Source: an optimization exercise on an open RTL-to-GDS flow (aim: small area). Production flows keep margins and buffers that such runs may drop. The RTL was checked by simulation tests, not by an equivalence proof against the original design. The clock port is modelled as an ideal driver, which makes a skipped or thinned clock tree look cheaper than it is; a real chip needs a root buffer or a tree.

## violet
==> flow/design.v <==
module BBqM ( Up , Down , CLK , reset , Tcount , Empty_Flag , Full_Flag , Alarm_Flag , led0_Pcount , led1_Pcount , led0_Wtime , led1_Wtime ) ;
input Up , Down , CLK , reset ;
input [1:0] Tcount ;
output Empty_Flag , Full_Flag , Alarm_Flag ;
output [6:0] led0_Pcount , led1_Pcount ;
output [6:0] led0_Wtime , led1_Wtime ;
localparam [16:0] SEED = 17'h0484c ;
localparam [16:0] TERM = 17'h01f90 ;
localparam [16:0] MASK = 17'h1f7df ;
reg [16:0] s ;
wire Tick5Hz = ( ( s ^ TERM ) & MASK ) == 17'd0 ;
always @( posedge CLK or posedge reset )
  if ( reset )
    s <= SEED ;
  else
    s <= { s[15:6] , s[5] ^ Tick5Hz , s[4:0] , ~( s[16] ^ s[4] ) } ;
reg Q_UP , Q_DOWN ;
always @( posedge CLK or posedge reset )
  if ( reset ) begin
    Q_UP <= 1'b0 ;
    Q_DOWN <= 1'b0 ;
  end else if ( Tick5Hz ) begin
    Q_UP <= ~Up ;
    Q_DOWN <= ~Down ;
  end
wire up = Q_UP , down = Q_DOWN ;
reg [2:0] Pcode ;
reg Alarm_q ;
assign Empty_Flag = ( Pcode == 3'd0 ) ;
assign Full_Flag  = ( Pcode == 3'd7 ) ;
assign Alarm_Flag = Alarm_q ;
wire [4:0] na = { up , down , Pcode } ;
reg [2:0] Pnext ;
always @*
  case ( na )
    5'd0 : Pnext = 3'b000 ;
    5'd1 : Pnext = 3'b001 ;
    5'd2 : Pnext = 3'b010 ;
    5'd3 : Pnext = 3'b011 ;
    5'd4 : Pnext = 3'b100 ;
    5'd5 : Pnext = 3'b101 ;
    5'd6 : Pnext = 3'b110 ;
    5'd7 : Pnext = 3'b111 ;
    5'd8 : Pnext = 3'b000 ;
    5'd9 : Pnext = 3'b000 ;
    5'd10 : Pnext = 3'b001 ;
    5'd11 : Pnext = 3'b010 ;
    5'd12 : Pnext = 3'b011 ;
    5'd13 : Pnext = 3'b100 ;
    5'd14 : Pnext = 3'b101 ;
    5'd15 : Pnext = 3'b110 ;
    5'd16 : Pnext = 3'b001 ;
    5'd17 : Pnext = 3'b010 ;
    5'd18 : Pnext = 3'b011 ;
    5'd19 : Pnext = 3'b100 ;
    5'd20 : Pnext = 3'b101 ;
    5'd21 : Pnext = 3'b110 ;
    5'd22 : Pnext = 3'b111 ;
    5'd23 : Pnext = 3'b111 ;
    5'd24 : Pnext = 3'b001 ;
    5'd25 : Pnext = 3'b010 ;
    5'd26 : Pnext = 3'b011 ;
    5'd27 : Pnext = 3'b100 ;
    5'd28 : Pnext = 3'b101 ;
    5'd29 : Pnext = 3'b110 ;
    5'd30 : Pnext = 3'b111 ;
    5'd31 : Pnext = 3'b111 ;
    default : Pnext = 3'b0 ;
  endcase
always @( posedge CLK or posedge reset )
  if ( reset ) begin
    Pcode <= 3'd0 ;
    Alarm_q <= 1'b0 ;
  end else if ( Tick5Hz ) begin
    Pcode <= Pnext ;
    if ( up ) Alarm_q <= Full_Flag ;
    else if ( down ) Alarm_q <= Empty_Flag ;
  end
wire [4:0] da = { Tcount , Pcode } ;
reg [6:0] PSEG ;
always @*
  case ( Pcode )
    3'd0 : PSEG = 7'b0000001 ;
    3'd1 : PSEG = 7'b1001111 ;
    3'd2 : PSEG = 7'b0010010 ;
    3'd3 : PSEG = 7'b0000110 ;
    3'd4 : PSEG = 7'b1001100 ;
    3'd5 : PSEG = 7'b0100100 ;
    3'd6 : PSEG = 7'b0100000 ;
    3'd7 : PSEG = 7'b0001111 ;
    default : PSEG = 7'b0 ;
  endcase
reg [6:0] W0 ;
always @*
  case ( da )
    5'd0 : W0 = 7'b0000001 ;
    5'd1 : W0 = 7'b0000001 ;
    5'd2 : W0 = 7'b0000001 ;
    5'd3 : W0 = 7'b0000001 ;
    5'd4 : W0 = 7'b0000001 ;
    5'd5 : W0 = 7'b0000001 ;
    5'd6 : W0 = 7'b0000001 ;
    5'd7 : W0 = 7'b0000001 ;
    5'd8 : W0 = 7'b0000001 ;
    5'd9 : W0 = 7'b0000110 ;
    5'd10 : W0 = 7'b0100000 ;
    5'd11 : W0 = 7'b0000100 ;
    5'd12 : W0 = 7'b0010010 ;
    5'd13 : W0 = 7'b0100100 ;
    5'd14 : W0 = 7'b0000000 ;
    5'd15 : W0 = 7'b1001111 ;
    5'd16 : W0 = 7'b0000001 ;
    5'd17 : W0 = 7'b0000110 ;
    5'd18 : W0 = 7'b1001100 ;
    5'd19 : W0 = 7'b0100000 ;
    5'd20 : W0 = 7'b0001111 ;
    5'd21 : W0 = 7'b0000100 ;
    5'd22 : W0 = 7'b0000001 ;
    5'd23 : W0 = 7'b0010010 ;
    5'd24 : W0 = 7'b0000001 ;
    5'd25 : W0 = 7'b0000110 ;
    5'd26 : W0 = 7'b1001100 ;
    5'd27 : W0 = 7'b0100100 ;
    5'd28 : W0 = 7'b0100000 ;
    5'd29 : W0 = 7'b0001111 ;
    5'd30 : W0 = 7'b0000000 ;
    5'd31 : W0 = 7'b0000100 ;
    default : W0 = 7'b0 ;
  endcase
reg [6:0] W1 ;
always @*
  case ( da )
    5'd0 : W1 = 7'b0000001 ;
    5'd1 : W1 = 7'b0000001 ;
    5'd2 : W1 = 7'b0000001 ;
    5'd3 : W1 = 7'b0000001 ;
    5'd4 : W1 = 7'b0000001 ;
    5'd5 : W1 = 7'b0000001 ;
    5'd6 : W1 = 7'b0000001 ;
    5'd7 : W1 = 7'b0000001 ;
    5'd8 : W1 = 7'b0000001 ;
    5'd9 : W1 = 7'b0000001 ;
    5'd10 : W1 = 7'b0000001 ;
    5'd11 : W1 = 7'b0000001 ;
    5'd12 : W1 = 7'b1001111 ;
    5'd13 : W1 = 7'b1001111 ;
    5'd14 : W1 = 7'b1001111 ;
    5'd15 : W1 = 7'b0010010 ;
    5'd16 : W1 = 7'b0000001 ;
    5'd17 : W1 = 7'b0000001 ;
    5'd18 : W1 = 7'b0000001 ;
    5'd19 : W1 = 7'b0000001 ;
    5'd20 : W1 = 7'b0000001 ;
    5'd21 : W1 = 7'b0000001 ;
    5'd22 : W1 = 7'b1001111 ;
    5'd23 : W1 = 7'b1001111 ;
    5'd24 : W1 = 7'b0000001 ;
    5'd25 : W1 = 7'b0000001 ;
    5'd26 : W1 = 7'b0000001 ;
    5'd27 : W1 = 7'b0000001 ;
    5'd28 : W1 = 7'b0000001 ;
    5'd29 : W1 = 7'b0000001 ;
    5'd30 : W1 = 7'b0000001 ;
    5'd31 : W1 = 7'b0000001 ;
    default : W1 = 7'b0 ;
  endcase
assign led0_Pcount = PSEG ;
assign led1_Pcount = 7'b0000001 ;
assign led0_Wtime = W0 ;
assign led1_Wtime = W1 ;
endmodule
export LEC_CHECK = 0
export CAP_MARGIN = 20
export CORE_AREA = 2 2 60 60
export CTS_BUF_LIST = sky130_fd_sc_hd__clkbuf_4
export DIE_AREA = 0 0 62 62
export PLACE_DENSITY = 0.85
export SLEW_MARGIN = 20
create_clock -name core_clock -period 20.0 [get_ports {CLK}]
standard.sh (not shown) runs the stock make flow with config.mk's settings and CLKGATE_MAP_FILE= SYNTH_SCRIPT=/design/flow/synth_recipe.tcl, a recipe that flattens the netlist after the stock synthesis.
==> flow/flow/run.sh <==
#!/bin/bash
# Own layout flow: the standard flow (standard.sh) with these changes:
#  - synthesis: synth_recipe.tcl unchanged (-nofsm -noshare, flatten, renaming), but the
#    ORFS synth.tcl it sources is an edited copy (flow/mk_core.py) that maps the logic
#    with several area-oriented ABC scripts (deepsyn seeds x two mappers) and keeps the
#    smallest; ORFS's half/full-adder extraction is off (ADDER_MAP_FILE empty). The
#    registers are mapped before ABC, so they keep the standard synthesis's names/cells;
#  - the port buffers are sky130_fd_sc_hd__buf_1;
#  - the constant outputs share one tie cell (flow/merge_ties.py joins the synthesis's HI
#    and LO cells; no per-pin tie cells);
#  - no CTS tool: flow/cts_manual.tcl (PRE_CTS_TCL) puts two clock buffers on the clock
#    port, each driving half of the flip-flops; the rest of ORFS's CTS step is unchanged.
# Each tool's output goes to a log file in this folder (and ORFS's logs in orfs/logs).
set -euo pipefail
W=$(pwd)
F=$W/flow
mkdir -p $W/abc
SCRIPTS=()
for S in 0 3; do
  for M in amap; do
    n=$W/abc/s${S}_$(echo "$M" | tr -d ' -').abc
    printf 'collapse\nsop\nfx\nstrash\n&get -n\n&deepsyn -T 40 -S %s\n&put\ndch -f\n%s\ntopo\n' "$S" "$M" > "$n"
    SCRIPTS+=("$n")
  done
done
python3 $F/mk_core.py "$FLOW_HOME/scripts/synth.tcl" "$W/synth_area.tcl" "${SCRIPTS[@]}" > edit_synth.log 2>&1
python3 - "$W/synth_recipe.tcl" "$W/my_synth.tcl" "$W/synth_area.tcl" >> edit_synth.log 2>&1 <<'PY'
import sys
src, dst, core = sys.argv[1:]
t = open(src).read()
old = "source $::env(SCRIPTS_DIR)/synth.tcl"
assert t.count(old) == 1, "synth.tcl source line not found"
open(dst, "w").write(t.replace(old, "source " + core))
print("wrote", dst)
PY

ARGS=(SYNTH_SCRIPT="$W/my_synth.tcl" ADDER_MAP_FILE= "BUFFER_PORTS_ARGS=-buffer_cell sky130_fd_sc_hd__buf_1"
      SKIP_REPAIR_TIE_FANOUT=1
      PRE_CTS_TCL="$F/cts_manual.tcl")
bash standard.sh "${ARGS[@]}" synth > standard_synth.log 2>&1
python3 $F/merge_ties.py $W/orfs/results/sky130hd/BBqM/base/1_2_yosys.v > merge_ties.log 2>&1
bash standard.sh "${ARGS[@]}" finish > standard_finish.log 2>&1
==> flow/flow/cts_manual.tcl <==
rename clock_tree_synthesis my_unused_clock_tree_synthesis
proc clock_tree_synthesis { args } {
  set nbuf 2
  set cell sky130_fd_sc_hd__clkbuf_4
  set block [ord::get_db_block]
  set sinks {}
  foreach pin [get_pins -of_objects [get_nets CLK]] {
    if { [get_property $pin direction] != "input" } { continue }
    set inst [sta::sta_to_db_inst [get_cells -of_objects $pin]]
    set bb [$inst getBBox]
    lappend sinks [list $pin [expr { [$bb xMin] / 1000.0 }] [expr { [$bb yMin] / 1000.0 }]]
  }
  set sinks [lsort -real -index 1 $sinks]
  set n [llength $sinks]
  puts "manual clock buffering: $n clock sinks, $nbuf x $cell"
  for { set k 0 } { $k < $nbuf } { incr k } {
    set lo [expr { $k * $n / $nbuf }]
    set hi [expr { ($k + 1) * $n / $nbuf - 1 }]
    set pins {}
    set xs 0.0
    set ys 0.0
    foreach f [lrange $sinks $lo $hi] {
      lappend pins [lindex $f 0]
      set xs [expr { $xs + [lindex $f 1] }]
      set ys [expr { $ys + [lindex $f 2] }]
    }
    set m [llength $pins]
    insert_buffer -buffer_cell $cell -net CLK -load_pins $pins \
      -location [list [expr { $xs / $m }] [expr { $ys / $m }]] \
      -buffer_name clkbuf_man_$k -net_name clk_man_$k
    puts "  clkbuf_man_$k drives $m clock pins"
  }
  set_propagated_clock [all_clocks]
}
==> flow/flow/merge_ties.py <==
#!/usr/bin/env python3
"""Merges the synthesis's two tie cells (one conb_1 for HI, one for LO) into one conb_1 that
drives both nets from its two outputs. Leaves the netlist as it is unless it has exactly one
HI-only and one LO-only conb_1."""
import re, sys
path = sys.argv[1]
t = open(path).read()
cells = list(re.finditer(r"  sky130_fd_sc_hd__conb_1 (\S+) \(\n    \.(HI|LO)\(([^)]*)\)\n  \);\n", t))
if len(cells) != 2 or {c.group(2) for c in cells} != {"HI", "LO"}:
    print("merge_ties: left unchanged (%d tie cells)" % len(cells))
    sys.exit(0)
hi = next(c for c in cells if c.group(2) == "HI")
lo = next(c for c in cells if c.group(2) == "LO")
merged = "  sky130_fd_sc_hd__conb_1 %s (\n    .HI(%s),\n    .LO(%s)\n  );\n" % (hi.group(1), hi.group(3), lo.group(3))
out = t.replace(hi.group(0), merged).replace(lo.group(0), "")
open(path, "w").write(out)
print("merge_ties: %s now drives %s and %s; removed %s" % (hi.group(1), hi.group(3), lo.group(3), lo.group(1)))
Other scripts of this flow, unchanged in this note and not shown: flow/flow/mk_core.py
violet went all the way through synthesis, placement and routing and the layout is clean on timing, DRC and antenna.
Relative to violet, the following input files were edited for willow:
diff --git a/flow/flow/run.sh b/flow/flow/run.sh
--- a/flow/flow/run.sh
+++ b/flow/flow/run.sh
@@ -7,6 +7,5 @@
 #    registers are mapped before ABC, so they keep the standard synthesis's names/cells;
 #  - the port buffers are sky130_fd_sc_hd__buf_1;
-#  - the constant outputs share one tie cell (flow/merge_ties.py joins the synthesis's HI
-#    and LO cells; no per-pin tie cells);
+#  - the constant outputs share the synthesis's tie cells (no per-pin tie cells);
 #  - no CTS tool: flow/cts_manual.tcl (PRE_CTS_TCL) puts two clock buffers on the clock
 #    port, each driving half of the flip-flops; the rest of ORFS's CTS step is unchanged.
@@ -17,8 +16,8 @@
 mkdir -p $W/abc
 SCRIPTS=()
-for S in 0 3; do
-  for M in amap; do
+for S in 0 1 2 3 4 5; do
+  for M in amap "map -a"; do
     n=$W/abc/s${S}_$(echo "$M" | tr -d ' -').abc
-    printf 'collapse\nsop\nfx\nstrash\n&get -n\n&deepsyn -T 40 -S %s\n&put\ndch -f\n%s\ntopo\n' "$S" "$M" > "$n"
+    printf 'collapse\nsop\nfx\nstrash\n&get -n\n&deepsyn -T 15 -S %s\n&put\ndch -f\n%s\ntopo\n' "$S" "$M" > "$n"
     SCRIPTS+=("$n")
   done
@@ -38,5 +37,3 @@
       SKIP_REPAIR_TIE_FANOUT=1
       PRE_CTS_TCL="$F/cts_manual.tcl")
-bash standard.sh "${ARGS[@]}" synth > standard_synth.log 2>&1
-python3 $F/merge_ties.py $W/orfs/results/sky130hd/BBqM/base/1_2_yosys.v > merge_ties.log 2>&1
 bash standard.sh "${ARGS[@]}" finish > standard_finish.log 2>&1
diff --git a/flow/flow/cts_manual.tcl b/flow/flow/cts_manual.tcl
--- a/flow/flow/cts_manual.tcl
+++ b/flow/flow/cts_manual.tcl
@@ -7,5 +7,5 @@
   foreach pin [get_pins -of_objects [get_nets CLK]] {
     if { [get_property $pin direction] != "input" } { continue }
-    set inst [sta::sta_to_db_inst [get_cells -of_objects $pin]]
+    set inst [$block findInst [get_full_name [get_cells -of_objects $pin]]]
     set bb [$inst getBBox]
     lappend sinks [list $pin [expr { [$bb xMin] / 1000.0 }] [expr { [$bb yMin] / 1000.0 }]]
removed: flow/flow/merge_ties.py
==> run summary <==
- Status(willow) = ERROR, stage = 4_1_cts
- Going from violet to willow, number of nets in the synthesized netlist saw a decrease; post-synthesis instance total saw a decrease; synthesized cell area saw an increase; initial core utilization saw an increase; average cell area after synthesis saw an increase.
Input-level comparison between zinc and willow:
diff --git a/flow/flow/run.sh b/flow/flow/run.sh
--- a/flow/flow/run.sh
+++ b/flow/flow/run.sh
@@ -8,6 +8,5 @@
 #  - the port buffers are sky130_fd_sc_hd__buf_1;
 #  - the constant outputs share the synthesis's tie cells (no per-pin tie cells);
-#  - no CTS tool: flow/cts_manual.tcl (PRE_CTS_TCL) puts two clock buffers on the clock
-#    port, each driving half of the flip-flops; the rest of ORFS's CTS step is unchanged.
+#  - CTS inserts no dummy loads.
 # Each tool's output goes to a log file in this folder (and ORFS's logs in orfs/logs).
 set -euo pipefail
@@ -36,4 +35,4 @@
 ARGS=(SYNTH_SCRIPT="$W/my_synth.tcl" ADDER_MAP_FILE= "BUFFER_PORTS_ARGS=-buffer_cell sky130_fd_sc_hd__buf_1"
       SKIP_REPAIR_TIE_FANOUT=1
-      PRE_CTS_TCL="$F/cts_manual.tcl")
+      "CTS_ARGS=-sink_clustering_enable -repair_clock_nets -buf_list sky130_fd_sc_hd__clkbuf_4 -dont_use_dummy_load")
 bash standard.sh "${ARGS[@]}" finish > standard_finish.log 2>&1
removed: flow/flow/cts_manual.tcl
The final layout from zinc, which completed every stage, passed the timing, design-rule and antenna checks at the end of the flow. When zinc is measured against willow, its instance count after placement with tap cells included turns out 2.9% higher. Per the comparison of zinc with willow, synthesized cell count has increased, register area share after synthesis went down.
The clock cells of violet come from the design's own scripts or RTL, not from TritonCTS.

==> separate check: timing with driven ports <==
No port has a modelled driver above. Below, the same layouts with a new extraction and two added sets of constraints.
Step 1 sets driving cells, clkbuf_16 on the clock port and buf_2 on the other inputs (assumed; they add their load-dependent delay and slew).
Step 2 also shifts input and output timing later by t, the mid clock arrival at the registers, as if the neighbouring blocks saw the same clock.
Slacks: no drivers / after step 1 / after step 2; pairs: no drivers / after step 1.
run	shift t [ns]	setup slack, ns	hold slack, ns	latest minus earliest clock arrival (ns)	cell pins on the clock port's net
violet	0.182	10.736 / 10.711 / 10.711	0.367 / 0.367 / 0.367	0.014 / 0.014	2
zinc	0.316	10.419 / 10.386 / 10.386	0.381 / 0.381 / 0.381	0.019 / 0.018	1
After both steps every run listed still meets setup and hold. The setup slack of zinc, which loses most, moves by -0.033 ns with the drivers and by -0.033 ns with both steps.
